Background: an optimization exercise with open tools, aiming at small area, a short achievable clock period and few clock cycles per item. Do not read the settings as production practice.
At most, simulation tests tie the RTL to the original design; equivalence was not proved.
The RTL of runs 1 and 5 to 8 was laid out without a check of its function.

[design/flow/flow/run.sh]
#!/bin/bash
# Standard layout, except that the port buffers are the smallest buffer
# (sky130_fd_sc_hd__buf_1) rather than the cell buffer_ports picks by itself.
# Every input and output port still gets its own buffer.
set -o pipefail
export BUFFER_PORTS_ARGS="-inputs -outputs -buffer_cell sky130_fd_sc_hd__buf_1"
bash standard.sh > standard.log 2>&1
[design/flow/standard.sh]
#!/bin/bash
# synth_recipe.tcl (not shown) runs the flow's synth.tcl, then flattens the netlist and writes it again
# the make line also repeats each setting of config.mk as NAME=value (left out here)
make -C /OpenROAD-flow-scripts/flow DESIGN_CONFIG=/design/flow/config.mk WORK_HOME=/design/flow/orfs CLKGATE_MAP_FILE= SYNTH_SCRIPT=/design/flow/synth_recipe.tcl "${@:-finish}"
[design/flow/config.mk]
export PLATFORM = sky130hd
export DESIGN_NAME = mdc_b
export DESIGN_NICKNAME = mdc_b
export VERILOG_FILES = /design/flow/design.v
export SDC_FILE = /design/flow/constraint.sdc
export NUM_CORES = 4
export LEC_CHECK = 0
export ABC_AREA = 1
export CAP_MARGIN = 20
export CORE_MARGIN = 2
export CORE_UTILIZATION = 50
export CTS_BUF_LIST = sky130_fd_sc_hd__clkbuf_4 sky130_fd_sc_hd__clkbuf_8
export SETUP_SLACK_MARGIN = 1.7
export SLEW_MARGIN = 20
[design/flow/constraint.sdc]
create_clock -name core_clock -period 5.5 [get_ports {clk}]
set_input_delay 1.1000 -clock core_clock [delete_from_list [all_inputs] [get_ports {clk}]]
set_output_delay 1.1000 -clock core_clock [all_outputs]
set_load 0.01 [all_outputs]
[design/flow/design.v]
module mdc_b(
    input ld, clk,
    input [31:0] i_a, i_b,
    output [31:0] res,
    output done);
    reg [31:0] a, b;
    reg [4:0]  k;
    reg        bo;    
    wire bz = (b == 32'd0);
    wire kz = (k == 5'd0);
    wire [31:0] bg  = b & {32{bo}};
    wire [31:0] gg = a & ~bg;
    wire [31:0] pp = ~(a ^ bg);
    reg  [31:0] G, P;
    integer i, j;
    always @* begin
        G = gg; P = pp;
        for (i = 1; i <= 5; i = i + 1)
            for (j = (1 << i) - 1; j < 32; j = j + (1 << i)) begin
                G[j] = G[j] | (P[j] & G[j - (1 << (i - 1))]);
                P[j] = P[j] & P[j - (1 << (i - 1))];
            end
        for (i = 5; i > 0; i = i - 1)
            for (j = (1 << i) + (1 << (i - 1)) - 1; j < 32; j = j + (1 << i)) begin
                G[j] = G[j] | (P[j] & G[j - (1 << (i - 1))]);
                P[j] = P[j] & P[j - (1 << (i - 1))];
            end
    end
    wire [32:0] c   = {G | P, 1'b1};
    wire [32:0] d   = {~c[32], pp ^ c[31:0]};
    wire        eq  = P[31];
    wire        neg = d[32];
    wire both_even  = ~a[0] & ~b[0];
    wire [8:0]  x   = (a[8:0] ^ bg[8:0]) | {7'd0, both_even, 1'b0};
    wire [2:0] sh = x[1] ? 3'd0 : x[2] ? 3'd1 : x[3] ? 3'd2 : x[4] ? 3'd3 :
                    x[5] ? 3'd4 : x[6] ? 3'd5 : x[7] ? 3'd6 : 3'd7;
    wire       big = (x[8:1] == 8'd0);
    wire [40:0] yx = {{9{neg}}, d[32:1]} >> sh;
    wire [31:0] ys = yx[31:0];
    wire [31:0] nb = neg ? {~ys[31:1], 1'b1} : ys;
    reg [31:0] an, bn;
    reg [4:0]  kn;
    always @* begin
        an = a; bn = b; kn = k;
        if (ld) begin
            an = i_a;
            bn = i_b;
            kn = 5'd0;
        end else if (bz) begin
            if (!kz) begin
                an = {a[30:0], 1'b0};
                kn = k - 5'd1;
            end
        end else if (both_even) begin
            an = {1'b0, b[31:1]};
            bn = nb;
            kn = k + 5'd1;
        end else if (!b[0] || (neg && big)) begin
            an = b;
            bn = a;
        end else begin
            if (!neg)
                an = b;
            bn = nb;
        end
    end
    always @(posedge clk) begin
        a  <= an;
        b  <= bn;
        k  <= kn;
        bo <= an[0] & bn[0];
    end
    assign res = a;
    assign done = kz & (bz | (eq & a[0]));
endmodule
==> results of run 1 <==
[metal layers]
metal	wire length [um]	part of all wire, %	global-route usage [%]	up-vias
li1	-	-	-	3892
met1	11630	48	50.66	3609
met2	9999	41	44.88	385
met3	2613	11	8.810	22
met4	223	0.91	7.244	0
met5	0	0	0	-
[through the flow]
| step | worst slack [ps] |
|---|---|
| floorplan | 1680 |
| global placement | 1511 |
| detailed placement | 1433 |
| CTS | 1619 |
| global route | 1621 |
| finish | 1805 |
[cell families (layout without fill, tap and decap cells)]
family	Yosys count	in the layout	synth area share, %
xor+xnor	18	18	2.208
mux	1	1	0.1402
buf+inv	153	233	8.745
simple gates	661	661	39.70
compound gates	164	164	14.30
flops	70	70	28.32
fa+ha+maj	37	37	6.590
[layout by cell type, fill, tap and decap left out, drive strengths merged, types with 2 or more instances in the layout]
master	instances
nor3	2
a221oi	4
or2	7
o22ai	2
a41oi	26
a31oi	3
nor2	58
nand3b	3
xnor2	9
dfxtp	8
edfxtp	62
clkinvlp	3
a21oi	41
nor4	8
o21ai	67
bufinv	2
buf	120
ha	36
nand4	5
clkinv	4
o211ai	11
xor2	9
nand3	175
nand2	402
clkbuf	10
inv	94
o21bai	4
[layout make-up]
cell class	instances	area share (%)
clock buffers	9	1.537
clock inverters	7	1.211
inverters	96	4.596
multi-input cells	881	57.79
flip-flops and latches	70	25.15
well taps	180	2.795
repair buffers	121	6.924
[state kept, by name, summed over array words and instances, names as in the netlist]
name	flops
k	5
b	32
a	32
bo	1
[final timing paths]
check	startpoint	to	slack [ps]	cells after the start
worst max-delay path	bo$_DFF_P_	done	1810	12
worst min-delay path	k[4]$_SDFFE_PP0P_	k[4]$_SDFFE_PP0P_	500	2
worst min register to register	k[4]$_SDFFE_PP0P_	k[4]$_SDFFE_PP0P_	500	2
worst max register to register	bo$_DFF_P_	b[5]$_DFFE_PP_	2000	18
[tightest hold or removal path: stages (launching register included)]
cell and delay [ps]:
dfxtp_1 310, inv_1 90, a21oi_1 70
[what timing repair did]
| item | 4_1_cts | 5_1_grt |
|---|---|---|
| endpoints found under the setup margin | 47 | 49 |
| setup buffers | 1 | 5 |
| cloned | 0 | 0 |
| pin swaps | 0 | 1 |
| resized for setup | 3 | 7 |
==> results_dict.tcl, run 1 <==
set metrics [dict create \
    cts.clk_slew.worst_paths_ps 90 \
    fillCellCount 1459 \
    dp_hpwl_um 18020 \
    crit_path_start_kind "flop" \
    numCtsBuffers 9 \
    area_delta_synth_final_pct 12.88 \
    grt-ovfl-total 0 \
    grt_pass1_vias 6941 \
    dieArea_mm2 0.01525 \
    finalCritPeriodShare_pct 67.18 \
    finalWorstPathRequiredPeriod_ps 3695 \
    numClockSinks 70 \
    grt_first_pass_wirelength_um 37850 \
    htree_levels 3 \
    critical_path_required_ps 4400 \
    fin_tns_setup_ps 0 \
    dpl-instance-area_mm2 0.007741 \
    synth_cell_type_count 47 \
    insertion_delay_ps 380 \
    fin_util_pct 57.83 \
    io_buffers 98 \
    final_area_mm2 0.008059 \
    yosys.area.top_type "edfxtp_1" \
    drc 0 \
    antenna_found_initial 0 \
    place_inst 1342 \
    max-slew-margin-rel_pct 28.52 \
    yosysWarningCount 1 \
    seq_area_frac_synth_pct 28.32 \
    cts_tree "done" \
    cp_top_family "simple AND/OR/NAND/NOR gates" \
    start_util_pct 51.23 \
    clock_skew_ps 10.78 \
    syn_inst 1104 \
    async_flop_share_pct 0 \
    cp_max_fo 11 \
    antennaDiodeCount 0 \
    die_y_um 123.5 \
    clock_path_buffers 2 \
    critPathKind "reg2out" \
    yosysTopAreaCellShare_pct 26.08 \
    synth_common_cells "390 x nand2_1, 170 x nand3_1, 92 x inv_1" \
    cts-root-buf "clkbuf_8" \
    ys_ff_latch 70 \
    postRouteWirelength_um 24470 \
    final-setup-viol-count 0 \
    max_stage_delay_ps 380 \
    syn_nets 1207 \
    crit_slowest_cell "dfxtp_4" \
    grt_max_degree 52 \
    synth_area_leaders "edfxtp_1 26%, nand2_1 21%, nand3_1 12%" \
    whs_ps 498.0 \
    fp.dieW_um 123.5 \
    yosys_most_used_dff "edfxtp_1" \
    holdCritPathClass "reg2reg" \
    wl_per_cell_um 17.94 \
    gp_congestion 0.9015 \
    final-hold-violation-count 0 \
    regArea_mm2 0.002027 \
    rows 43 \
    viasPerCell 5.798 \
    path_cells "buf_12 > nand2_4 > ha_4 > nand2_2 > nor2_2 > nand2_1 > nor2_2 > nand2_1 > inv_1 > nand3_1 > a21oi_2 > buf_1" \
    end_kind "primary output" \
    rsz0062_at_grt "yes" \
    synth_area_mm2 0.007139 \
    max_freq_mhz 270.7 \
    status "complete, no violations" \
    worst_pin_slew_ps 1071 \
    multi_input_area_mm2 0.004657 \
    num_vias 7908 \
    synth_edf_count 62 \
    slew_viol_final 0 \
    antenna_left 0 \
    path_buf_inv 3 \
    syn_area_per_cell_um2 6.467 \
    drt_iter0_drc 814 \
    drive_above_1_share_pct 8.446 \
    dr.pass1.iters 6 \
    ctsHoldBuffers 0 \
    synth_most_common_cell "nand2_1" \
    fin_nets 1282 \
    grt_use_total_pct 32.76 \
    core_mm2 0.01393 \
    arrival_ps 2590 \
    pin_count 99 \
    instances_no_fill 1364 \
    max_cap_viol_count 0 \
]
==> run 2: changes to the inputs <==
--- a/design/flow/design.v
+++ b/design/flow/design.v
@@ -47,6 +47,7 @@
             bn = i_b;
             kn = 5'd0;
         end else if (bz) begin
+            bn = 32'd0;   
             if (!kz) begin
                 an = {a[30:0], 1'b0};
                 kn = k - 5'd1;
==> results_dict.tcl, run 2 <==
set metrics [dict create \
    status "complete, no violations" \
    num_vias 7597 \
    cts.clk_slew.worst_paths_ps 70 \
    synth_area_mm2 0.006910 \
    r2r_cells 16 \
    syn_area_per_cell_um2 6.248 \
    pin_count 99 \
    dp_hpwl_um 17510 \
    path_buf_inv 4 \
    end_kind "primary output" \
    grt_first_pass_wirelength_um 35960 \
    die_y_um 121.6 \
    clock_skew_ps 12.03 \
    rsz0062_at_grt "no" \
    io_buffers 98 \
    finalCritPeriodShare_pct 65.43 \
    fin_nets 1276 \
    crit_top_cell "nand2_1" \
    synth_mux_area_share_pct 0 \
    final_cell_mix "394 x nand2_1, 163 x nand3_1, 97 x buf_1, 78 x inv_1, 49 x nor2_1" \
    numClockSinks 70 \
    syn_nets 1209 \
    max-slew-margin-rel_pct 33.43 \
    holdCritStartpoint "k[3]$_SDFFE_PP0P_" \
    final-hold-violation-count 0 \
    area_delta_synth_final_pct 9.125 \
    async_flop_share_pct 0 \
    grt_pass1_vias 6686 \
    synthAdderAreaFrac_pct 6.808 \
    numCtsBuffers 9 \
    path_cells "buf_4 > nand2_1 > ha_1 > nand2_1 > inv_1 > nand2_2 > nor2_1 > nand2_1 > inv_1 > nand4_1 > nand2_1 > buf_1" \
    max_cap_viol_count 0 \
    ys_ff_latch 70 \
    cts_tree "done" \
    viasPerCell 5.615 \
    finalWorstPathRequiredPeriod_ps 3599 \
    yosys_most_used_dff "dfxtp_1" \
    yosysTopAreaCellShare_pct 21.40 \
    critPathKind "reg2out" \
    drive_above_1_share_pct 8.241 \
    max_freq_mhz 277.9 \
    whs_endpoint "k[3]$_SDFFE_PP0P_" \
    fin_util_pct 56.50 \
    crit_slowest_cell "dfxtp_4" \
    grt-ovfl-total 0 \
    insertion_delay_ps 360 \
    antenna_found_initial 0 \
    cp_max_fo 18 \
    slew_viol_final 0 \
    synth_most_common_cell "nand2_1" \
    syn_inst 1106 \
    gp_congestion 0.9412 \
    antenna_left 0 \
    synth_area_leaders "nand2_1 21%, edfxtp_1 13%, nand3_1 12%" \
    rows 42 \
    final-setup-viol-count 0 \
    whs_ps 514.7 \
    ctsHoldBuffers 0 \
    r2r-start "bo$_DFF_P_" \
    yosys.area.top_type "nand2_1" \
    start_util_pct 51.77 \
    synth_common_cells "394 x nand2_1, 163 x nand3_1, 79 x inv_1" \
    final_common_cell "nand2_1" \
    core_mm2 0.01335 \
    synth_compound_area_share_pct 14.36 \
    fin_tns_setup_ps 0 \
    synth_cell_type_count 48 \
    worst_pin_slew_ps 997.4 \
    drt_iter0_drc 773 \
    antennaDiodeCount 0 \
    htree_levels 3 \
    synth_top_family_by_area "simple AND/OR/NAND/NOR gates" \
    cp_top_family "simple AND/OR/NAND/NOR gates" \
    drc 0 \
    final_area_mm2 0.007541 \
    postRouteWirelength_um 22950 \
    holdCritPathClass "reg2reg" \
    reg.largest.list "a: 32 flops, b: 32 flops, k: 5 flops" \
    crit_path_start_kind "flop" \
    dr.pass1.iters 6 \
    seq_area_frac_synth_pct 24.77 \
    clock_path_buffers 2 \
    max_stage_delay_ps 430 \
    grt_max_degree 55 \
    critical_path_required_ps 4400 \
    yosysWarningCount 1 \
    r2r-end "bo$_DFF_P_" \
    cts-root-buf "clkbuf_8" \
    yosys.area_share.simple_pct 42.31 \
    synth_edf_count 31 \
    synthXorXnorAreaFrac_pct 2.625 \
    hold_depth 2 \
    arrival_ps 2500 \
    dpl-instance-area_mm2 0.007327 \
    dieArea_mm2 0.01478 \
    fp.dieW_um 121.6 \
    grt_use_total_pct 31.41 \
    wl_per_cell_um 16.96 \
    r2r_slack_ps 1960 \
]
run 2: cell families (layout without fill, tap and decap cells):
| group | Yosys count | after routing |
|---|---|---|
| AOI/OAI and AO/OA | 158 | 159 |
| xor gates and xnor gates | 19 | 19 |
| adders and majority gates | 37 | 37 |
| buffers and inverters | 151 | 221 |
| DFF | 70 | 70 |
| and+or+nand+nor | 671 | 671 |
run 2: layer usage:
layer / part of all wire, % / wire length, um / global-route usage, %
met5: 0 / 0 / 0
met4: 1.0 / 235 / 6.394
met3: 8.6 / 1981 / 3.886
met2: 39 / 8931 / 42.45
met1: 51 / 11800 / 52.19
run 2: layout make-up:
class	instances	area [um2]
well taps	176	220.2
flip-flops and latches	70	1715
inverters	94	362.8
multi-input cells	886	4594
repair buffers	112	478.0
clock buffers	13	160.2
fillers	1418	5807
clock inverters	2	10.01
run 2: worst max-delay path by stage:
stage / depth (start not counted) / slack [ps] / start / endpoint
5_1_grt: 10 / 1700 / bo$_DFF_P_ / done
2_1_floorplan: 18 / 2060 / bo$_DFF_P_ / a[10]$_DFFE_PP_
6_report: 12 / 1900 / bo$_DFF_P_ / done
3_3_place_gp: 20 / 1190 / bo$_DFF_P_ / bo$_DFF_P_
4_1_cts: 12 / 1830 / bo$_DFF_P_ / done
3_5_place_dp: 20 / 1040 / bo$_DFF_P_ / bo$_DFF_P_
run 2: per-stage QoR:
step | worst slack, ps | std cells
floorplan | 2059 | 1106
global placement | 1185 | 1335
detailed placement | 1038 | 1335
CTS | 1829 | 1353
global route | 1704 | 1353
finish | 1901 | 1353
run 2: worst min-delay path, cell delays in order (launching register included):
cell     delay (ps)
dfxtp_1         330
nor2_1          100
nor2_1           50
run 2: what timing repair did:
item,4_1_cts,5_1_grt
cloned,1,0
setup buffers,2,0
gates resized for setup,3,3
pin swaps,1,0
endpoints found under the setup margin,65,56
Testbench counts of run 2, summed over its fixed seeds: cycles 72,118, items 3,200.
==> run 3: changes to the inputs <==
--- a/design/flow/config.mk
+++ b/design/flow/config.mk
@@ -10,5 +10,5 @@
 export CORE_MARGIN = 2
 export CORE_UTILIZATION = 50
 export CTS_BUF_LIST = sky130_fd_sc_hd__clkbuf_4 sky130_fd_sc_hd__clkbuf_8
-export SETUP_SLACK_MARGIN = 1.7
+export SETUP_SLACK_MARGIN = 1.9
 export SLEW_MARGIN = 20
==> results_dict.tcl, run 3 <==
set metrics [dict create \
    grt-ovfl-total 0 \
    ys_ff_latch 70 \
    drive_above_1_share_pct 9.391 \
    antenna_found_initial 0 \
    fin_nets 1281 \
    final-setup-viol-count 0 \
    num_vias 7676 \
    whs_ps 514.8 \
    cts-root-buf "clkbuf_8" \
    io_buffers 98 \
    synth_most_common_cell "nand2_1" \
    pin_count 99 \
    worst_pin_slew_ps 1012 \
    yosys.area.top_type "nand2_1" \
    fin_tns_setup_ps 0 \
    arrival_ps 2370 \
    synth_edf_count 31 \
    area_delta_synth_final_pct 10.92 \
    max_stage_delay_ps 400 \
    async_flop_share_pct 0 \
    slew_viol_final 0 \
    wl_per_cell_um 17.09 \
    die_y_um 121.6 \
    synth_area_mm2 0.006910 \
    core_mm2 0.01335 \
    syn_inst 1106 \
    max_cap_viol_count 0 \
    cp_max_fo 6 \
    final_cell_mix "394 x nand2_1, 163 x nand3_1, 96 x buf_1, 78 x inv_1, 47 x nor2_1" \
    clock_skew_ps 11.23 \
    drt_iter0_drc 785 \
    critical_path_required_ps 4400 \
    dp_slack_ps 1038 \
    crit_path_start_kind "flop" \
    cts_tree "done" \
    drc 0 \
    clock_path_buffers 2 \
    synth_common_cells "394 x nand2_1, 163 x nand3_1, 79 x inv_1" \
    max_freq_mhz 288.1 \
    dieArea_mm2 0.01478 \
    grt_first_pass_wirelength_um 35980 \
    dp_hpwl_um 17510 \
    crit_slowest_cell "dfxtp_4" \
    start_util_pct 51.77 \
    grt_pass1_vias 6692 \
    grt_use_total_pct 31.42 \
    syn_area_per_cell_um2 6.248 \
    gp_congestion 0.9412 \
    yosysWarningCount 1 \
    numClockSinks 70 \
    critPathKind "reg2out" \
    finalCritPeriodShare_pct 63.12 \
    status "complete, no violations" \
    viasPerCell 5.652 \
    max-slew-margin-rel_pct 32.47 \
    fin_ws_ps 2028 \
    end_kind "primary output" \
    finalWorstPathRequiredPeriod_ps 3472 \
    yosys_most_used_dff "dfxtp_1" \
    htree_levels 3 \
    final-hold-violation-count 0 \
    antennaDiodeCount 0 \
    syn_nets 1209 \
    path_cells "buf_4 > buf_4 > nand2_1 > ha_4 > nand2_1 > inv_2 > nand2_2 > nor2_2 > nand2_1 > inv_1 > nand4_1 > nand2_1 > clkbuf_2" \
    synth_cell_type_count 48 \
    yosysTopAreaCellShare_pct 21.40 \
    dr.pass1.iters 5 \
    fillCellCount 1409 \
    postRouteWirelength_um 23200 \
    rsz0062_at_grt "no" \
    synth_area_leaders "nand2_1 21%, edfxtp_1 13%, nand3_1 12%" \
    fp.dieW_um 121.6 \
    crit_top_cell "nand2_1" \
    antenna_left 0 \
    cts.clk_slew.worst_paths_ps 70 \
    rows 42 \
    seq_area_frac_synth_pct 24.77 \
    numCtsBuffers 9 \
    insertion_delay_ps 360 \
    final_common_cell "nand2_1" \
    grt_max_degree 55 \
    reg.largest.list "a: 32 flops, b: 32 flops, k: 5 flops" \
    holdCritPathClass "reg2reg" \
]
==> run 3: changes by cell type in the layout (fill, tap and decap cells not counted), moves of 2 or more <==
| cell | before | now |
|---|---|---|
| ha_4 | 0 | 4 |
| ha_2 | 0 | 2 |
| ha_1 | 36 | 30 |
| buf_4 | 13 | 16 |
| nor2_1 | 49 | 47 |
| nor2_2 | 7 | 9 |
==> run 3: worst paths after layout <==
check,slack [ps],from,endpoint,cells past startpoint
max reg2reg,2110,bo$_DFF_P_,bo$_DFF_P_,16
max,2030,bo$_DFF_P_,done,13
min,510,k[3]$_SDFFE_PP0P_,k[3]$_SDFFE_PP0P_,2
min reg2reg,510,k[3]$_SDFFE_PP0P_,k[3]$_SDFFE_PP0P_,2
==> run 3: what timing repair did <==
action / CTS / global route
setup endpoints to repair: 75 / 60
cloned: 1 / 0
gates resized for setup: 5 / 18
pin swaps: 1 / 2
hold buffers: 0 / 0
buffers inserted: 2 / 5
==> run 3: metrics by stage <==
| stage | instances | util, % | area (um2) |
|---|---|---|---|
| 2_1_floorplan | 1106 | - | 6910 |
| 3_3_place_gp | 1335 | 54.89 | 7327 |
| 3_5_place_dp | 1335 | 54.89 | 7327 |
| 4_1_cts | 1353 | 56.44 | 7533 |
| 5_1_grt | 1358 | 57.42 | 7665 |
| 6_report | 1358 | 57.42 | 7665 |
==> run 3: worst max-delay path, delay by kind of cell, from the launching register on <==
family	cells	cell delay [ps]
adders and majority gates	1	320
buffers and inverters	5	600
DFF	1	400
and+or+nand+nor	7	700
==> run 3: cells by family after synthesis <==
logic type,share of synthesized area (%)
buffers and inverters,9.126
adders and majority gates,6.808
AOI/OAI and AO/OA,14.36
DFF,24.77
xor gates and xnor gates,2.625
and+or+nand+nor,42.31
==> run 3: area by class of cell <==
type	instances	area, um2	area share [%]
Clock buffer	13	160.2	2.089
Multi-Input combinational cell	886	4654	60.72
Timing Repair Buffer	117	536.8	7.003
Clock inverter	2	10.01	0.1306
Tap cell	176	220.2	2.873
Sequential cell	70	1715	22.38
Inverter	94	367.9	4.799
==> run 3: routing by layer <==
metal  part of all wire, %  GRT usage (%)  up-vias
met5                     0              0        -
met4                   1.1          6.394        0
li1                      -              -     3851
met3                   9.1          3.886       24
met2                    40          42.49      349
met1                    50          52.20     3452
==> run 4: changes to the inputs <==
--- a/design/flow/config.mk
+++ b/design/flow/config.mk
@@ -10,5 +10,5 @@
 export CORE_MARGIN = 2
 export CORE_UTILIZATION = 50
 export CTS_BUF_LIST = sky130_fd_sc_hd__clkbuf_4 sky130_fd_sc_hd__clkbuf_8
-export SETUP_SLACK_MARGIN = 1.9
+export SETUP_SLACK_MARGIN = 2.1
 export SLEW_MARGIN = 20
==> results_dict.tcl, run 4 <==
set metrics [dict create \
    final-hold-violation-count 0 \
    drt_iter0_drc 838 \
    synth_edf_count 31 \
    arrival_ps 2220 \
    critical_path_required_ps 4400 \
    wl_per_cell_um 17.40 \
    num_vias 7697 \
    rows 42 \
    fin_tns_setup_ps 0 \
    seq_area_frac_synth_pct 24.77 \
    insertion_delay_ps 380 \
    gp_congestion 0.9530 \
    drc 0 \
    antenna_left 0 \
    max_cap_viol_count 0 \
    yosys_most_used_dff "dfxtp_1" \
    drive_above_1_share_pct 13.03 \
    syn_nets 1209 \
    fp.dieW_um 121.6 \
    worst_pin_slew_ps 910.6 \
    synth_common_cells "394 x nand2_1, 163 x nand3_1, 79 x inv_1" \
    r2r_cells 22 \
    path_cells "buf_12 > nand2_1 > ha_2 > nand4_1 > inv_1 > and2_4 > nand2_2 > inv_2 > nand4_1 > nand2_1 > buf_2" \
    r2r-end "b[30]$_DFF_P_" \
    area_delta_synth_final_pct 16.19 \
    max-slew-margin-rel_pct 39.23 \
    dr.pass1.iters 5 \
    synth_most_common_cell "nand2_1" \
    yosysWarningCount 1 \
    holdCritStartpoint "k[3]$_SDFFE_PP0P_" \
    reg.largest.list "a: 32 flops, b: 32 flops, k: 5 flops" \
    endpoint "done" \
    synth_area_mm2 0.006910 \
    die_y_um 121.6 \
    r2r_slack_ps 2280 \
    grt_max_degree 65 \
    viasPerCell 5.635 \
    clock_path_buffers 2 \
    dieArea_mm2 0.01478 \
    syn_area_per_cell_um2 6.248 \
    crit_path_start_kind "flop" \
    crit_slowest_cell "dfxtp_4" \
    grt-ovfl-total 0 \
    yosys.area.top_type "nand2_1" \
    max_stage_delay_ps 390 \
    ys_ff_latch 70 \
    grt_pass1_vias 6761 \
    final-setup-viol-count 0 \
    htree_levels 3 \
    hold_depth 2 \
    final_cell_mix "385 x nand2_1, 163 x nand3_1, 96 x buf_1, 77 x inv_1, 45 x nor2_1" \
    final_area_mm2 0.008029 \
    grt_first_pass_wirelength_um 36810 \
    crit_start "bo$_DFF_P_" \
    io_buffers 98 \
    end_kind "primary output" \
    start_util_pct 51.77 \
    pin_count 99 \
    max_freq_mhz 301.0 \
    synth_cell_type_count 48 \
    syn_inst 1106 \
    holdCritPathClass "reg2reg" \
    r2r-start "bo$_DFF_P_" \
    critPathKind "reg2out" \
    cts_tree "done" \
    final_common_cell "nand2_1" \
    grt_use_total_pct 32.37 \
    dp_hpwl_um 17650 \
    antenna_found_initial 0 \
    dpl-instance-area_mm2 0.007337 \
    cts.clk_slew.worst_paths_ps 90 \
    synth_area_leaders "nand2_1 21%, edfxtp_1 13%, nand3_1 12%" \
    fin_nets 1288 \
    clock_skew_ps 22.48 \
    yosysTopAreaCellShare_pct 21.40 \
    rsz0062_at_grt "yes" \
    postRouteWirelength_um 23760 \
    async_flop_share_pct 0 \
    cts-root-buf "clkbuf_8" \
    numClockSinks 70 \
    core_mm2 0.01335 \
    status "complete, no violations" \
    numCtsBuffers 9 \
    antennaDiodeCount 0 \
    finalWorstPathRequiredPeriod_ps 3323 \
    slew_viol_final 0 \
    finalCritPeriodShare_pct 60.41 \
    cp_max_fo 10 \
]
==> run 4: cell counts after synthesis <==
No cell type changed its count.
==> run 4: logic make-up (layout without fill, tap and decap cells) <==
logic type      after synthesis  count (layout)  synth area share (%)
fa+ha+maj                    37              37                 6.808
xor+xnor                     19              19                 2.625
buf+inv                     151             235                 9.126
compound gates              158             158                 14.36
flops                        70              70                 24.77
simple gates                671             671                 42.31
==> run 4: worst min-delay path by stage <==
stage                        end  slack, ps
4_1_cts        k[4]$_SDFFE_PP0P_        510
6_report       k[3]$_SDFFE_PP0P_        530
5_1_grt        k[4]$_SDFFE_PP0P_        540
3_3_place_gp   k[3]$_SDFFE_PP0P_        500
2_1_floorplan  k[4]$_SDFFE_PP0P_        470
3_5_place_dp   k[4]$_SDFFE_PP0P_        500
==> run 4: layout make-up <==
type                            count  area (um2)
Sequential cell                    70        1718
Tap cell                          176       220.2
Multi-Input combinational cell    885        4925
Clock inverter                      6       67.56
Clock buffer                       10       131.4
Inverter                           94       369.1
Timing Repair Buffer              125       598.1
Fill cell                        1371        5319
==> run 4: timing repair <==
| action | in CTS | in global routing |
|---|---|---|
| gates resized for setup | 15 | 45 |
| hold buffers | 0 | 0 |
| pin swaps | 0 | 14 |
| endpoints found under the setup margin | 97 | 60 |
| setup buffers | 4 | 10 |
==> run 4: critical path, delay by kind of cell, from the launching register on <==
kind          cells  cell delay (ps)
buf+inv           4              470
simple gates      6              610
flops             1              390
fa+ha+maj         1              380
==> run 4: per-layer routing <==
| metal | track usage (%) | up-vias | share of wire (%) |
|---|---|---|---|
| met2 | 43.57 | 312 | 40 |
| met5 | 0 | - | 0 |
| met4 | 5.316 | 0 | 0.82 |
| met1 | 52.64 | 3504 | 50 |
| met3 | 6.882 | 16 | 9.7 |
| li1 | - | 3865 | - |
==> run 4: per-stage QoR <==
stage               hold slack, ps  util [%]  setup WS [ps]  cells
floorplan                    469.3         -           2327   1106
global placement             501.6     54.97           1583   1336
detailed placement           504.0     54.97           1485   1336
CTS                          514.9     57.37           2106   1356
global route                 541.9     60.15           2074   1366
finish                       531.4     60.15           2177   1366
==> run 5: changes to the inputs <==
--- a/design/flow/design.v
+++ b/design/flow/design.v
@@ -65,11 +65,13 @@
             bn = nb;
         end
     end
+    wire bon = ld ? (i_a[0] & i_b[0]) : bz ? 1'b0 : both_even ? (a[1] & b[1]) :
+               !b[0] ? 1'b0 : (neg && big) ? 1'b1 : !big;
     always @(posedge clk) begin
         a  <= an;
         b  <= bn;
         k  <= kn;
-        bo <= an[0] & bn[0];
+        bo <= bon;
     end
     assign res = a;
     assign done = kz & (bz | (eq & a[0]));
--- a/design/flow/config.mk
+++ b/design/flow/config.mk
@@ -10,5 +10,5 @@
 export CORE_MARGIN = 2
 export CORE_UTILIZATION = 50
 export CTS_BUF_LIST = sky130_fd_sc_hd__clkbuf_4 sky130_fd_sc_hd__clkbuf_8
-export SETUP_SLACK_MARGIN = 2.1
+export SETUP_SLACK_MARGIN = 1.9
 export SLEW_MARGIN = 20
==> results_dict.tcl, run 5 <==
set metrics [dict create \
    status "complete, no violations" \
    syn_nets 1208 \
    io_buffers 98 \
    syn_inst 1105 \
    critical_path_required_ps 4400 \
    drive_above_1_share_pct 9.283 \
    die_y_um 119.4 \
    grt_pass1_vias 6623 \
    grt_max_degree 66 \
    fin_nets 1283 \
    finalCritPeriodShare_pct 63.62 \
    max-slew-margin-rel_pct 55.73 \
    pin_count 99 \
    cts-root-buf "clkbuf_8" \
    postRouteWirelength_um 22660 \
    holdCritPathClass "reg2reg" \
    place_inst 1336 \
    arrival_ps 2400 \
    dp_slack_ps 1559 \
    antenna_left 0 \
    clock_skew_ps 11.11 \
    numCtsBuffers 9 \
    viasPerCell 5.616 \
    synth_cell_type_count 43 \
    reg.largest.list "a: 32 flops, b: 32 flops, k: 5 flops" \
    dr.pass1.iters 5 \
    synth_most_common_cell "nand2_1" \
    drt_iter0_drc 932 \
    holdCritStartpoint "k[0]$_SDFFE_PP0P_" \
    final-hold-violation-count 0 \
    critPathKind "reg2out" \
    cts.clk_slew.worst_paths_ps 70 \
    fin_util_pct 58.52 \
    gp_congestion 0.9215 \
    worst_pin_slew_ps 663.0 \
    fin_ws_ps 2001 \
    synth_area_mm2 0.006663 \
    grt_first_pass_wirelength_um 35520 \
    yosys_most_used_dff "dfxtp_1" \
    dieArea_mm2 0.01426 \
    rows 42 \
    grt-ovfl-total 0 \
    instances_no_fill 1361 \
    drc 0 \
    insertion_delay_ps 350 \
    max_cap_viol_count 0 \
    yosysTopAreaCellShare_pct 23.61 \
    cts_tree "done" \
    num_vias 7644 \
    clock_path_buffers 2 \
    seq_area_frac_synth_pct 25.84 \
    yosysWarningCount 1 \
    numClockSinks 70 \
    antennaDiodeCount 0 \
    fp.dieW_um 119.4 \
    wl_per_cell_um 16.65 \
    syn_area_per_cell_um2 6.030 \
    max_freq_mhz 285.8 \
    ys_ff_latch 70 \
    synth_edf_count 32 \
    core_mm2 0.01314 \
    final_cell_mix "413 x nand2_1, 120 x nand3_1, 96 x buf_1, 74 x inv_1, 68 x a21oi_1" \
    final-setup-viol-count 0 \
    dp_hpwl_um 16910 \
    async_flop_share_pct 0 \
    area_delta_synth_final_pct 15.40 \
    r2r-start "bo$_DFF_P_" \
    finalWorstPathRequiredPeriod_ps 3499 \
    yosys.area.top_type "nand2_1" \
    end_kind "primary output" \
    cp_max_fo 16 \
    rsz0062_at_grt "yes" \
    crit_path_start_kind "flop" \
    fillCellCount 1371 \
    grt_use_total_pct 31.61 \
    crit_start "bo$_DFF_P_" \
    slew_viol_final 0 \
    ctsHoldBuffers 0 \
    antenna_found_initial 1 \
    start_util_pct 50.71 \
    synth_common_cells "419 x nand2_1, 121 x nand3_1, 78 x inv_1" \
    final_common_cell "nand2_1" \
    synth_area_leaders "nand2_1 24%, edfxtp_1 14%, dfxtp_1 11%" \
    fin_tns_setup_ps 0 \
    dpl-instance-area_mm2 0.007149 \
    final_area_mm2 0.007689 \
    htree_levels 3 \
]
run 5: changes by cell type after synthesis, sizes merged, moves of 5 or more:
cell    previous run  this run
nand3            169       125
a31oi              3        29
a21oi             38        73
o211ai             8         2
buf               28        20
nand2            417       431
clkbuf            28        35
a41oi             27         0
nor2              58        63
run 5: kinds of logic (layout without fill, tap and decap cells):
| family | Yosys count | after routing | share of synthesized area (%) |
|---|---|---|---|
| buf+inv | 141 | 221 | 8.226 |
| xor+xnor | 20 | 20 | 2.629 |
| fa+ha+maj | 37 | 37 | 7.061 |
| compound gates | 187 | 187 | 15.29 |
| simple gates | 650 | 650 | 40.96 |
| flops | 70 | 70 | 25.84 |
run 5: cell type report:
cell class              count  area (um2)  share of cell area (%)
flip-flops and latches     70        1725                   22.44
repair buffers            118       565.5                   7.356
well taps                 176       220.2                   2.864
clock inverters             2       7.507                 0.09764
repair inverters            1       7.507                 0.09764
inverters                  86       347.8                   4.524
multi-input cells         894        4641                   60.36
clock buffers              14       173.9                   2.262
run 5: metrics by stage:
step	hold WS (ps)
floorplan	473.4
global placement	511.1
detailed placement	519.3
CTS	536.7
global route	560.0
finish	524.8
run 5: final timing paths:
kind / end / slack [ps] / depth (start not counted)
worst max-delay path: done / 2000 / 10
worst min-delay path: k[0]$_SDFFE_PP0P_ / 520 / 1
worst max register to register: a[10]$_DFFE_PP_ / 2110 / 17
worst min register to register: k[0]$_SDFFE_PP0P_ / 520 / 1
run 5: critical path: stages (launching register included):
cell and delay, ps:
dfxtp_4 380, bufbuf_16 300, nand2_1 60, ha_1 350, nand2_1 110, nor3_2 140, nand2_1 130, nor2_4 180
nand3_4 110, a21oi_2 140, buf_2 140
run 5: repair_timing:
| item | in CTS | in global routing |
|---|---|---|
| pin swaps | 1 | 6 |
| cloned | 1 | 1 |
| setup buffers | 0 | 7 |
| setup endpoints to repair | 60 | 65 |
| gates resized for setup | 19 | 36 |
run 5: routing by layer:
metal	part of all wire (%)	track usage, %	up-vias
met4	1.1	6.103	2
met1	49	53.26	3440
met5	0.057	0	-
met2	39	42.06	365
li1	-	-	3812
met3	11	3.736	25
==> run 6: changes to the inputs <==
--- a/design/flow/design.v
+++ b/design/flow/design.v
@@ -4,11 +4,13 @@
     output [31:0] res,
     output done);
     reg [31:0] a, b;
+    reg        bs;    
     reg [4:0]  k;
     reg        bo;    
+    wire [31:0] ba = {b[31:1] ^ {31{bs}}, b[0]};
     wire bz = (b == 32'd0);
     wire kz = (k == 5'd0);
-    wire [31:0] bg  = b & {32{bo}};
+    wire [31:0] bg  = ba & {32{bo}};
     wire [31:0] gg = a & ~bg;
     wire [31:0] pp = ~(a ^ bg);
     reg  [31:0] G, P;
@@ -37,41 +39,43 @@
     wire       big = (x[8:1] == 8'd0);
     wire [40:0] yx = {{9{neg}}, d[32:1]} >> sh;
     wire [31:0] ys = yx[31:0];
-    wire [31:0] nb = neg ? {~ys[31:1], 1'b1} : ys;
     reg [31:0] an, bn;
+    reg        bsn;
     reg [4:0]  kn;
     always @* begin
-        an = a; bn = b; kn = k;
+        an = a; bn = b; bsn = bs; kn = k;
         if (ld) begin
             an = i_a;
             bn = i_b;
+            bsn = 1'b0;
             kn = 5'd0;
         end else if (bz) begin
-            bn = 32'd0;   
             if (!kz) begin
                 an = {a[30:0], 1'b0};
                 kn = k - 5'd1;
             end
         end else if (both_even) begin
-            an = {1'b0, b[31:1]};
-            bn = nb;
+            an = {1'b0, ba[31:1]};
+            bn = ys;
+            bsn = 1'b0;
             kn = k + 5'd1;
         end else if (!b[0] || (neg && big)) begin
-            an = b;
+            an = ba;
             bn = a;
+            bsn = 1'b0;
         end else begin
             if (!neg)
-                an = b;
-            bn = nb;
+                an = ba;
+            bn = ys;
+            bsn = neg;
         end
     end
-    wire bon = ld ? (i_a[0] & i_b[0]) : bz ? 1'b0 : both_even ? (a[1] & b[1]) :
-               !b[0] ? 1'b0 : (neg && big) ? 1'b1 : !big;
     always @(posedge clk) begin
         a  <= an;
         b  <= bn;
+        bs <= bsn;
         k  <= kn;
-        bo <= bon;
+        bo <= an[0] & bn[0];
     end
     assign res = a;
     assign done = kz & (bz | (eq & a[0]));
--- a/design/flow/config.mk
+++ b/design/flow/config.mk
@@ -10,5 +10,5 @@
 export CORE_MARGIN = 2
 export CORE_UTILIZATION = 50
 export CTS_BUF_LIST = sky130_fd_sc_hd__clkbuf_4 sky130_fd_sc_hd__clkbuf_8
-export SETUP_SLACK_MARGIN = 1.9
+export SETUP_SLACK_MARGIN = 1.7
 export SLEW_MARGIN = 20
==> results_dict.tcl, run 6 <==
set metrics [dict create \
    cts-root-buf "clkbuf_8" \
    slew_viol_final 0 \
    core_mm2 0.01377 \
    numCtsBuffers 9 \
    gp_congestion 0.9613 \
    cts_tree "done" \
    final_area_mm2 0.008534 \
    crit_slowest_cell "dfxtp_4" \
    syn_nets 1160 \
    rows 43 \
    cp_max_fo 6 \
    final_cell_mix "398 x nand2_1, 96 x buf_1, 93 x nand3_1, 65 x nor2_1" \
    antenna_found_initial 0 \
    synth_common_cells "407 x nand2_1, 96 x nand3_1, 70 x nor2_1" \
    yosysWarningCount 1 \
    clock_path_buffers 2 \
    dpl-instance-area_mm2 0.007478 \
    synth_cell_type_count 46 \
    antenna_left 0 \
    max_stage_delay_ps 460 \
    synth_area_leaders "edfxtp_1 27%, nand2_1 22%, nand3_1 6.9%" \
    dieArea_mm2 0.01497 \
    numClockSinks 71 \
    htree_levels 3 \
    holdCritPathClass "reg2reg" \
    area_delta_synth_final_pct 21.83 \
    syn_inst 1057 \
    fp.dieW_um 122.4 \
    synth_most_common_cell "nand2_1" \
    grt_pass1_vias 6873 \
    final_common_cell "nand2_1" \
    viasPerCell 5.747 \
    end_kind "primary output" \
    path_cells "buf_12 > buf_16 > xor2_1 > nand2_1 > ha_1 > nand3_4 > nor3_4 > nand4_1 > a21oi_2 > buf_2" \
    max_freq_mhz 254.5 \
    start_util_pct 50.86 \
    yosys_most_used_dff "edfxtp_1" \
    clock_skew_ps 17.28 \
    ys_ff_latch 71 \
    wl_per_cell_um 18.99 \
    pin_count 99 \
    arrival_ps 2830 \
    dr.pass1.iters 5 \
    critPathKind "reg2out" \
    rsz0062_at_grt "yes" \
    critical_path_required_ps 4400 \
    finalWorstPathRequiredPeriod_ps 3929 \
    grt_max_degree 51 \
    cts.clk_slew.worst_paths_ps 100 \
    drive_above_1_share_pct 14.01 \
    finalCritPeriodShare_pct 71.44 \
    num_vias 7678 \
    worst_pin_slew_ps 960.8 \
    seq_area_frac_synth_pct 29.15 \
    max_cap_viol_count 0 \
    synth_area_mm2 0.007005 \
    syn_area_per_cell_um2 6.628 \
    synth_edf_count 62 \
    grt_use_total_pct 34.12 \
    final-setup-viol-count 0 \
    max-slew-margin-rel_pct 35.80 \
    antennaDiodeCount 0 \
    postRouteWirelength_um 25370 \
    fin_tns_setup_ps 0 \
    die_y_um 122.4 \
    grt-ovfl-total 0 \
    fillCellCount 1353 \
    status "complete, no violations" \
    grt_first_pass_wirelength_um 38280 \
    yosys.area.top_type "edfxtp_1" \
    final-hold-violation-count 0 \
    dp_hpwl_um 18240 \
    async_flop_share_pct 0 \
    yosysTopAreaCellShare_pct 26.58 \
    fin_nets 1254 \
    drt_iter0_drc 811 \
    crit_path_start_kind "flop" \
    insertion_delay_ps 390 \
    io_buffers 98 \
    drc 0 \
    reg.largest.list "a: 32 flops, b: 32 flops, k: 5 flops" \
]
[run 6: cell count changes after synthesis, sizes merged, moves of 9 or more]
cell,change
edfxtp,+30
dfxtp,-29
nand3,-29
a31oi,-25
o21ai,-21
xor2,+21
a221oi,+19
a21oi,-16
nor2,+13
inv,-12
nand2,-10
a41oi,+9
clkbuf,-9
[run 6: stage by stage]
stage / hold slack, ps / setup slack [ps] / instances / utilization [%]
5_1_grt: 556.6 / 1500 / 1336 / 61.96
6_report: 502.4 / 1571 / 1336 / 61.96
3_3_place_gp: 476.1 / 1193 / 1297 / 54.30
3_5_place_dp: 485.4 / 1200 / 1297 / 54.30
2_1_floorplan: 445.0 / 1733 / 1057 / -
4_1_cts: 502.4 / 1622 / 1328 / 59.99
[run 6: logic make-up (layout without fill, tap and decap cells)]
family / count (synthesis) / count (layout) / synth area share [%]
flops: 71 / 71 / 29.15
fa+ha+maj: 37 / 37 / 6.715
simple gates: 624 / 625 / 37.52
compound gates: 155 / 155 / 13.63
xor+xnor: 45 / 45 / 5.626
buf+inv: 125 / 223 / 7.358
[run 6: worst paths after layout]
kind | start | to | slack (ps) | depth (start not counted)
setup / recovery | bs$_SDFFE_PP0N_ | done | 1570 | 10
hold / removal | k[4]$_SDFFE_PP0P_ | k[4]$_SDFFE_PP0P_ | 500 | 2
setup reg to reg | bs$_SDFFE_PP0N_ | b[5]$_DFFE_PP_ | 1830 | 20
hold reg to reg | k[4]$_SDFFE_PP0P_ | k[4]$_SDFFE_PP0P_ | 500 | 2
[run 6: timing repair]
item / CTS / global route
pin swaps: 14 / 7
gates cloned: 4 / 1
resized for setup: 67 / 33
hold buffers: 0 / 0
buffers inserted: 11 / 7
setup endpoints to repair: 95 / 63
[run 6: layer usage]
metal,routed length [um],global-route usage (%)
met5,0,0
met4,462,10.34
met3,2660,5.901
met2,10430,46.98
met1,11820,53.67
[run 6: layout make-up]
| class | instances | area [um2] | share of cell area, % |
|---|---|---|---|
| inverter | 74 | 290.3 | 3.401 |
| multi-input combinational | 862 | 4976 | 58.31 |
| clock buffer | 9 | 123.9 | 1.451 |
| timing repair buffer | 133 | 768.2 | 9.002 |
| sequential | 71 | 2049 | 24.01 |
| clock inverter | 7 | 101.3 | 1.188 |
| tap | 180 | 225.2 | 2.639 |
[run 6: critical path: cells and delay by family (launching register included)]
| family | cells | cell delay, ps |
|---|---|---|
| adders and majority gates | 1 | 370 |
| AOI/OAI and AO/OA | 1 | 230 |
| xor gates and xnor gates | 1 | 270 |
| DFF | 1 | 460 |
| buffers and inverters | 3 | 430 |
| and+or+nand+nor | 4 | 670 |
==> run 7: changes to the inputs <==
--- a/design/flow/design.v
+++ b/design/flow/design.v
@@ -4,13 +4,11 @@
     output [31:0] res,
     output done);
     reg [31:0] a, b;
-    reg        bs;    
     reg [4:0]  k;
     reg        bo;    
-    wire [31:0] ba = {b[31:1] ^ {31{bs}}, b[0]};
     wire bz = (b == 32'd0);
     wire kz = (k == 5'd0);
-    wire [31:0] bg  = ba & {32{bo}};
+    wire [31:0] bg  = b;
     wire [31:0] gg = a & ~bg;
     wire [31:0] pp = ~(a ^ bg);
     reg  [31:0] G, P;
@@ -33,21 +31,22 @@
     wire        eq  = P[31];
     wire        neg = d[32];
     wire both_even  = ~a[0] & ~b[0];
-    wire [8:0]  x   = (a[8:0] ^ bg[8:0]) | {7'd0, both_even, 1'b0};
+    wire [32:0] y   = bo ? d : {1'b0, a};
+    wire [8:0]  x   = (bo ? (a[8:0] ^ b[8:0]) : a[8:0]) | {7'd0, both_even, 1'b0};
     wire [2:0] sh = x[1] ? 3'd0 : x[2] ? 3'd1 : x[3] ? 3'd2 : x[4] ? 3'd3 :
                     x[5] ? 3'd4 : x[6] ? 3'd5 : x[7] ? 3'd6 : 3'd7;
     wire       big = (x[8:1] == 8'd0);
-    wire [40:0] yx = {{9{neg}}, d[32:1]} >> sh;
+    wire        sneg = bo & neg;
+    wire [40:0] yx = {{9{sneg}}, y[32:1]} >> sh;
     wire [31:0] ys = yx[31:0];
+    wire [31:0] nb = sneg ? {~ys[31:1], 1'b1} : ys;
     reg [31:0] an, bn;
-    reg        bsn;
     reg [4:0]  kn;
     always @* begin
-        an = a; bn = b; bsn = bs; kn = k;
+        an = a; bn = b; kn = k;
         if (ld) begin
             an = i_a;
             bn = i_b;
-            bsn = 1'b0;
             kn = 5'd0;
         end else if (bz) begin
             if (!kz) begin
@@ -55,25 +54,21 @@
                 kn = k - 5'd1;
             end
         end else if (both_even) begin
-            an = {1'b0, ba[31:1]};
-            bn = ys;
-            bsn = 1'b0;
+            an = {1'b0, b[31:1]};
+            bn = nb;
             kn = k + 5'd1;
-        end else if (!b[0] || (neg && big)) begin
-            an = ba;
+        end else if (!b[0] || (sneg && big)) begin
+            an = b;
             bn = a;
-            bsn = 1'b0;
         end else begin
-            if (!neg)
-                an = ba;
-            bn = ys;
-            bsn = neg;
+            if (!sneg)
+                an = b;
+            bn = nb;
         end
     end
     always @(posedge clk) begin
         a  <= an;
         b  <= bn;
-        bs <= bsn;
         k  <= kn;
         bo <= an[0] & bn[0];
     end
--- a/design/flow/config.mk
+++ b/design/flow/config.mk
@@ -10,5 +10,5 @@
 export CORE_MARGIN = 2
 export CORE_UTILIZATION = 50
 export CTS_BUF_LIST = sky130_fd_sc_hd__clkbuf_4 sky130_fd_sc_hd__clkbuf_8
-export SETUP_SLACK_MARGIN = 1.7
+export SETUP_SLACK_MARGIN = 2.0
 export SLEW_MARGIN = 20
==> results_dict.tcl, run 7 <==
set metrics [dict create \
    status "complete, no violations" \
    final-setup-viol-count 0 \
    reg.largest.list "a: 32 flops, b: 32 flops, k: 5 flops" \
    crit_path_start_kind "flop" \
    yosys_most_used_dff "edfxtp_1" \
    clock_path_buffers 2 \
    syn_area_per_cell_um2 6.569 \
    max_cap_viol_count 0 \
    ys_ff_latch 70 \
    synth_area_mm2 0.007502 \
    yosysTopAreaCellShare_pct 24.82 \
    r2r_slack_ps 2170 \
    rows 44 \
    drive_above_1_share_pct 13.72 \
    postRouteWirelength_um 25700 \
    cp_max_fo 4 \
    yosys.area.top_type "edfxtp_1" \
    finalWorstPathRequiredPeriod_ps 3408 \
    hold_depth 2 \
    regArea_mm2 0.002031 \
    grt_use_total_pct 31.51 \
    r2r_cells 23 \
    clock_skew_ps 17.34 \
    holdCritPathClass "reg2reg" \
    numClockSinks 70 \
    rsz0062_at_grt "yes" \
    final_cell_mix "390 x nand2_1, 126 x nand3_1, 101 x inv_1, 96 x buf_1, 62 x edfxtp_1" \
    die_y_um 126.5 \
    slew_viol_final 0 \
    synth_area_leaders "edfxtp_1 25%, nand2_1 20%, nand3_1 8.7%" \
    cts-root-buf "clkbuf_8" \
    wl_per_cell_um 17.78 \
    start_util_pct 51.42 \
    grt_pass1_vias 7401 \
    critical_path_required_ps 4400 \
    grt_first_pass_wirelength_um 39590 \
    core_mm2 0.01459 \
    drc 0 \
    yosysWarningCount 1 \
    synth_most_common_cell "nand2_1" \
    synth_cell_type_count 58 \
    final_common_cell "nand2_1" \
    r2r-start "a[15]$_DFFE_PP_" \
    fin_tns_setup_ps 0 \
    async_flop_share_pct 0 \
    dp_hpwl_um 17610 \
    max_freq_mhz 293.5 \
    htree_levels 3 \
    numCtsBuffers 9 \
    seq_area_frac_synth_pct 26.95 \
    io_buffers 98 \
    area_delta_synth_final_pct 17.63 \
    whs_endpoint "k[3]$_SDFFE_PP0P_" \
    grt-ovfl-total 0 \
    syn_inst 1142 \
    syn_nets 1246 \
    r2r-end "b[23]$_DFFE_PP_" \
    dr.pass1.iters 6 \
    holdCritStartpoint "k[3]$_SDFFE_PP0P_" \
    gp_congestion 0.9285 \
    multi_input_area_mm2 0.005020 \
    cts.clk_slew.worst_paths_ps 90 \
    dpl-instance-area_mm2 0.007903 \
    arrival_ps 2310 \
    synth_common_cells "393 x nand2_1, 131 x nand3_1, 105 x inv_1" \
    final_area_mm2 0.008825 \
    dieArea_mm2 0.01600 \
    fillCellCount 1486 \
    grt_max_degree 42 \
    final-hold-violation-count 0 \
    insertion_delay_ps 390 \
    ctsHoldBuffers 0 \
    pin_count 99 \
    worst_pin_slew_ps 1022 \
    antenna_left 0 \
    end_kind "primary output" \
    drt_iter0_drc 715 \
    viasPerCell 5.746 \
    fp.dieW_um 126.5 \
    antenna_found_initial 0 \
    antennaDiodeCount 0 \
    finalCritPeriodShare_pct 61.96 \
    cts_tree "done" \
    num_vias 8303 \
    synth_edf_count 62 \
    critPathKind "reg2out" \
    max-slew-margin-rel_pct 31.90 \
    fin_nets 1360 \
    fin_util_pct 60.49 \
]
[run 7: metrics by stage]
| step | hold slack, ps | setup slack [ps] | std cells |
|---|---|---|---|
| 2_1_floorplan | 485.4 | 2458 | 1142 |
| 5_1_grt | 557.1 | 1965 | 1445 |
| 6_report | 525.4 | 2092 | 1445 |
| 3_5_place_dp | 516.2 | 1242 | 1380 |
| 4_1_cts | 528.5 | 2019 | 1422 |
| 3_3_place_gp | 507.8 | 1255 | 1380 |
[run 7: how the worst max path moves through the flow]
stage | from | end | slack (ps) | cells after the start
detailed placement | a[0]$_DFF_P_ | b[2]$_DFFE_PP_ | 1240 | 16
floorplan | a[3]$_DFFE_PP_ | a[10]$_DFFE_PP_ | 2460 | 15
global placement | a[0]$_DFF_P_ | b[1]$_DFFE_PP_ | 1250 | 16
finish | b[19]$_DFFE_PP_ | done | 2090 | 13
global route | b[18]$_DFFE_PP_ | done | 1970 | 13
CTS | a[0]$_DFF_P_ | b[23]$_DFFE_PP_ | 2020 | 19
[run 7: what timing repair did]
item,4_1_cts,5_1_grt
pin swaps,7,6
gates cloned,2,0
setup endpoints to repair,83,95
buffers inserted,24,23
gates resized for setup,20,41
[run 7: layout make-up]
| cell class | instances | area share, % |
|---|---|---|
| clock inverters | 5 | 0.9358 |
| flip-flops and latches | 70 | 23.01 |
| multi-input cells | 899 | 56.88 |
| clock buffers | 11 | 1.645 |
| inverters | 120 | 5.416 |
| well taps | 184 | 2.609 |
| repair buffers | 156 | 9.500 |
[run 7: cell families (layout without fill, tap and decap cells)]
group           Yosys count  count (layout)  share of synthesized area [%]
compound gates          207             207                          17.63
buf+inv                 175             292                          9.940
fa+ha+maj                38              38                          6.438
simple gates            640             642                          37.59
mux                       3               3                         0.4003
xor+xnor                  9               9                          1.051
flops                    70              70                          26.95
[run 7: metal layers]
| metal | global-route usage [%] | wire (um) | up-vias |
|---|---|---|---|
| met2 | 52.06 | 12090 | 314 |
| met1 | 44.34 | 11460 | 3839 |
| met4 | 8.403 | 388 | 0 |
| met3 | 2.995 | 1764 | 32 |
| li1 | - | - | 4118 |
| met5 | 0 | 0 | - |
[run 7: critical path, stage by stage (launching register included)]
cell and delay [ps]:
edfxtp_1 380, inv_2 90, ha_4 290, nand2_1 120, nor3_4 180, inv_2 70, nor2_4 110, inv_2 50
nor3_2 120, inv_2 80, nor2_2 90, nand2_1 70, a21oi_1 130, buf_2 140
==> run 8: changes to the inputs <==
--- a/design/flow/config.mk
+++ b/design/flow/config.mk
@@ -10,5 +10,5 @@
 export CORE_MARGIN = 2
 export CORE_UTILIZATION = 50
 export CTS_BUF_LIST = sky130_fd_sc_hd__clkbuf_4 sky130_fd_sc_hd__clkbuf_8
-export SETUP_SLACK_MARGIN = 2.0
+export SETUP_SLACK_MARGIN = 1.7
 export SLEW_MARGIN = 20
==> results_dict.tcl, run 8 <==
set metrics [dict create \
    synth_common_cells "393 x nand2_1, 131 x nand3_1, 105 x inv_1" \
    syn_area_per_cell_um2 6.569 \
    r2r_cells 14 \
    path_cells "inv_1 > nand4_1 > nor3_1 > nand3_1 > nor2_2 > inv_1 > a21oi_1 > buf_1" \
    finalCritPeriodShare_pct 66.93 \
    async_flop_share_pct 0 \
    drc 0 \
    syn_nets 1246 \
    viasPerCell 5.706 \
    area_delta_synth_final_pct 9.623 \
    crit_top_cell "inv_1" \
    yosys.area.top_type "edfxtp_1" \
    finalWorstPathRequiredPeriod_ps 3681 \
    start_util_pct 51.42 \
    drt_iter0_drc 788 \
    die_y_um 126.5 \
    synth_area_leaders "edfxtp_1 25%, nand2_1 20%, nand3_1 8.7%" \
    clock_path_buffers 2 \
    crit_slowest_cell "edfxtp_1" \
    reg.largest.list "a: 32 flops, b: 32 flops, k: 5 flops" \
    hold_depth 2 \
    insertion_delay_ps 380 \
    ys_ff_latch 70 \
    crit_path_start_kind "flop" \
    htree_levels 3 \
    yosysWarningCount 1 \
    core_mm2 0.01459 \
    dp_hpwl_um 17610 \
    numCtsBuffers 9 \
    grt-ovfl-total 0 \
    max-slew-margin-rel_pct 32.99 \
    rows 44 \
    max_cap_viol_count 0 \
    final_common_cell "nand2_1" \
    gp_congestion 0.9285 \
    cts_tree "done" \
    slew_viol_final 0 \
    final-setup-viol-count 0 \
    syn_inst 1142 \
    dr.pass1.iters 6 \
    io_buffers 98 \
    pin_count 99 \
    path_buf_inv 3 \
    cts.clk_slew.worst_paths_ps 90 \
    critical_path_required_ps 4400 \
    critPathKind "reg2out" \
    yosys_most_used_dff "edfxtp_1" \
    worst_pin_slew_ps 1005 \
    grt_max_degree 42 \
    num_vias 8011 \
    holdCritPathClass "reg2reg" \
    yosysTopAreaCellShare_pct 24.82 \
    postRouteWirelength_um 24860 \
    fp.dieW_um 126.5 \
    max_freq_mhz 271.7 \
    cp_max_fo 7 \
    status "complete, no violations" \
    synth_area_mm2 0.007502 \
    grt_pass1_vias 7258 \
    cts-root-buf "clkbuf_8" \
    grt_use_total_pct 30.58 \
    drive_above_1_share_pct 8.033 \
    wl_per_cell_um 17.71 \
    end_kind "primary output" \
    synth_cell_type_count 58 \
    grt_first_pass_wirelength_um 38580 \
    rsz0062_at_grt "no" \
    synth_edf_count 62 \
    fin_tns_setup_ps 0 \
    max_stage_delay_ps 400 \
    final_cell_mix "393 x nand2_1, 130 x nand3_1, 105 x inv_1, 97 x buf_1, 62 x edfxtp_1" \
    antennaDiodeCount 0 \
    arrival_ps 2580 \
    fin_nets 1319 \
    cp_top_family "simple AND/OR/NAND/NOR gates" \
    clock_skew_ps 13.74 \
    seq_area_frac_synth_pct 26.95 \
    cp_num_cells 8 \
    dieArea_mm2 0.01600 \
    antenna_left 0 \
    synth_most_common_cell "nand2_1" \
    numClockSinks 70 \
    final-hold-violation-count 0 \
    antenna_found_initial 0 \
]
==> run 8: cell counts after synthesis <==
No cell type changed its count.
==> run 8: layout make-up <==
class,count,area [um2]
clock inverters,5,82.58
clock buffers,11,145.1
flip-flops and latches,70,2026
multi-input cells,899,4778
well taps,184,230.2
repair buffers,115,496.7
inverters,120,465.4
fillers,1537,6365
==> run 8: cells by family (layout without fill, tap and decap cells) <==
kind of cell,count (synthesis),count (layout),share of synthesized area (%)
AO/OA/AOI/OAI,207,207,17.63
multiplexers,3,3,0.4003
adder cells (fa/ha/maj),38,38,6.438
flip-flops,70,70,26.95
XOR/XNOR,9,9,1.051
buffers and inverters,175,251,9.940
AND/OR/NAND/NOR,640,642,37.59
==> run 8: per-layer routing <==
| layer | vias up | GRT usage, % | wire length, um |
|---|---|---|---|
| met1 | 3665 | 43.25 | 11310 |
| li1 | 4032 | - | - |
| met5 | - | 0 | 0 |
| met2 | 290 | 50.17 | 11560 |
| met4 | 0 | 8.662 | 340 |
| met3 | 24 | 2.699 | 1654 |
==> run 8: through the flow <==
stage                     hold WS [ps]  setup slack [ps]  cells  cell area (um2)  utilization (%)
after floorplan                  485.4              2458   1142             7502                -
after global placement           507.8              1255   1380             7903            54.17
after detailed placement         516.2              1242   1380             7903            54.17
after CTS                        528.5              1670   1396             8137            55.77
after global routing             557.1              1698   1404             8224            56.37
final                            525.1              1819   1404             8224            56.37
==> run 8: tightest hold or removal path: cells and delay by family (launching register included) <==
family,cells,cell delay [ps]
DFF,1,340
and+or+nand+nor,2,150
==> run 8: what timing repair did <==
item | in CTS | in global routing
pin swaps | 0 | 3
hold buffers | 0 | 0
gates cloned | 0 | 2
endpoints found under the setup margin | 33 | 37
hold endpoints to repair | 0 | 0
resized for setup | 3 | 7
buffers inserted | 0 | 6
==> run 8: final timing paths <==
path / start / end / slack, ps
hold reg to reg: k[3]$_SDFFE_PP0P_ / k[3]$_SDFFE_PP0P_ / 530
hold / removal: k[3]$_SDFFE_PP0P_ / k[3]$_SDFFE_PP0P_ / 530
setup / recovery: b[19]$_DFFE_PP_ / done / 1820
setup reg to reg: a[0]$_DFF_P_ / a[3]$_DFFE_PP_ / 1880

## what the ideal ports hide
Ports are ideal in the flow. The routed layouts listed here were re-timed in OpenROAD.
Step 1 sets driving cells, clkbuf_16 on the clock port and buf_2 on the other inputs (assumed; they add their load-dependent delay and slew).
Step 2 times the ports against the registers' clock, not the clock port: input delays grow and output delays shrink by t, the midpoint of the rising clock arrivals with the driver on.
Three values: ideal, step 1, step 2; two values: the first two.
run	t (ns)	slack for setup (ns)	hold WS [ns]	worst setup path at the end	pins driven straight from the clock port
run 1	0.410	1.805 / 1.766 / 1.997	0.498 / 0.498 / 0.498	register to register	1
run 2	0.385	1.901 / 1.867 / 1.957	0.515 / 0.515 / 0.515	register to register	1
run 3	0.386	2.028 / 1.994 / 2.114	0.515 / 0.515 / 0.515	register to register	1
run 4	0.397	2.177 / 2.144 / 2.279	0.531 / 0.531 / 0.531	register to register	1
run 5	0.373	2.001 / 1.971 / 2.115	0.525 / 0.525 / 0.525	register to register	1
run 6	0.416	1.571 / 1.532 / 1.829	0.502 / 0.502 / 0.502	register to register	1
run 7	0.418	2.092 / 2.052 / 1.909	0.525 / 0.525 / 0.525	input to register	1
run 8	0.416	1.819 / 1.779 / 1.885	0.525 / 0.525 / 0.525	register to register	1
After both steps every run listed still meets setup and hold. For run 7, which loses most, drivers alone change the setup slack by -0.040 ns; drivers and shift together by -0.183 ns.
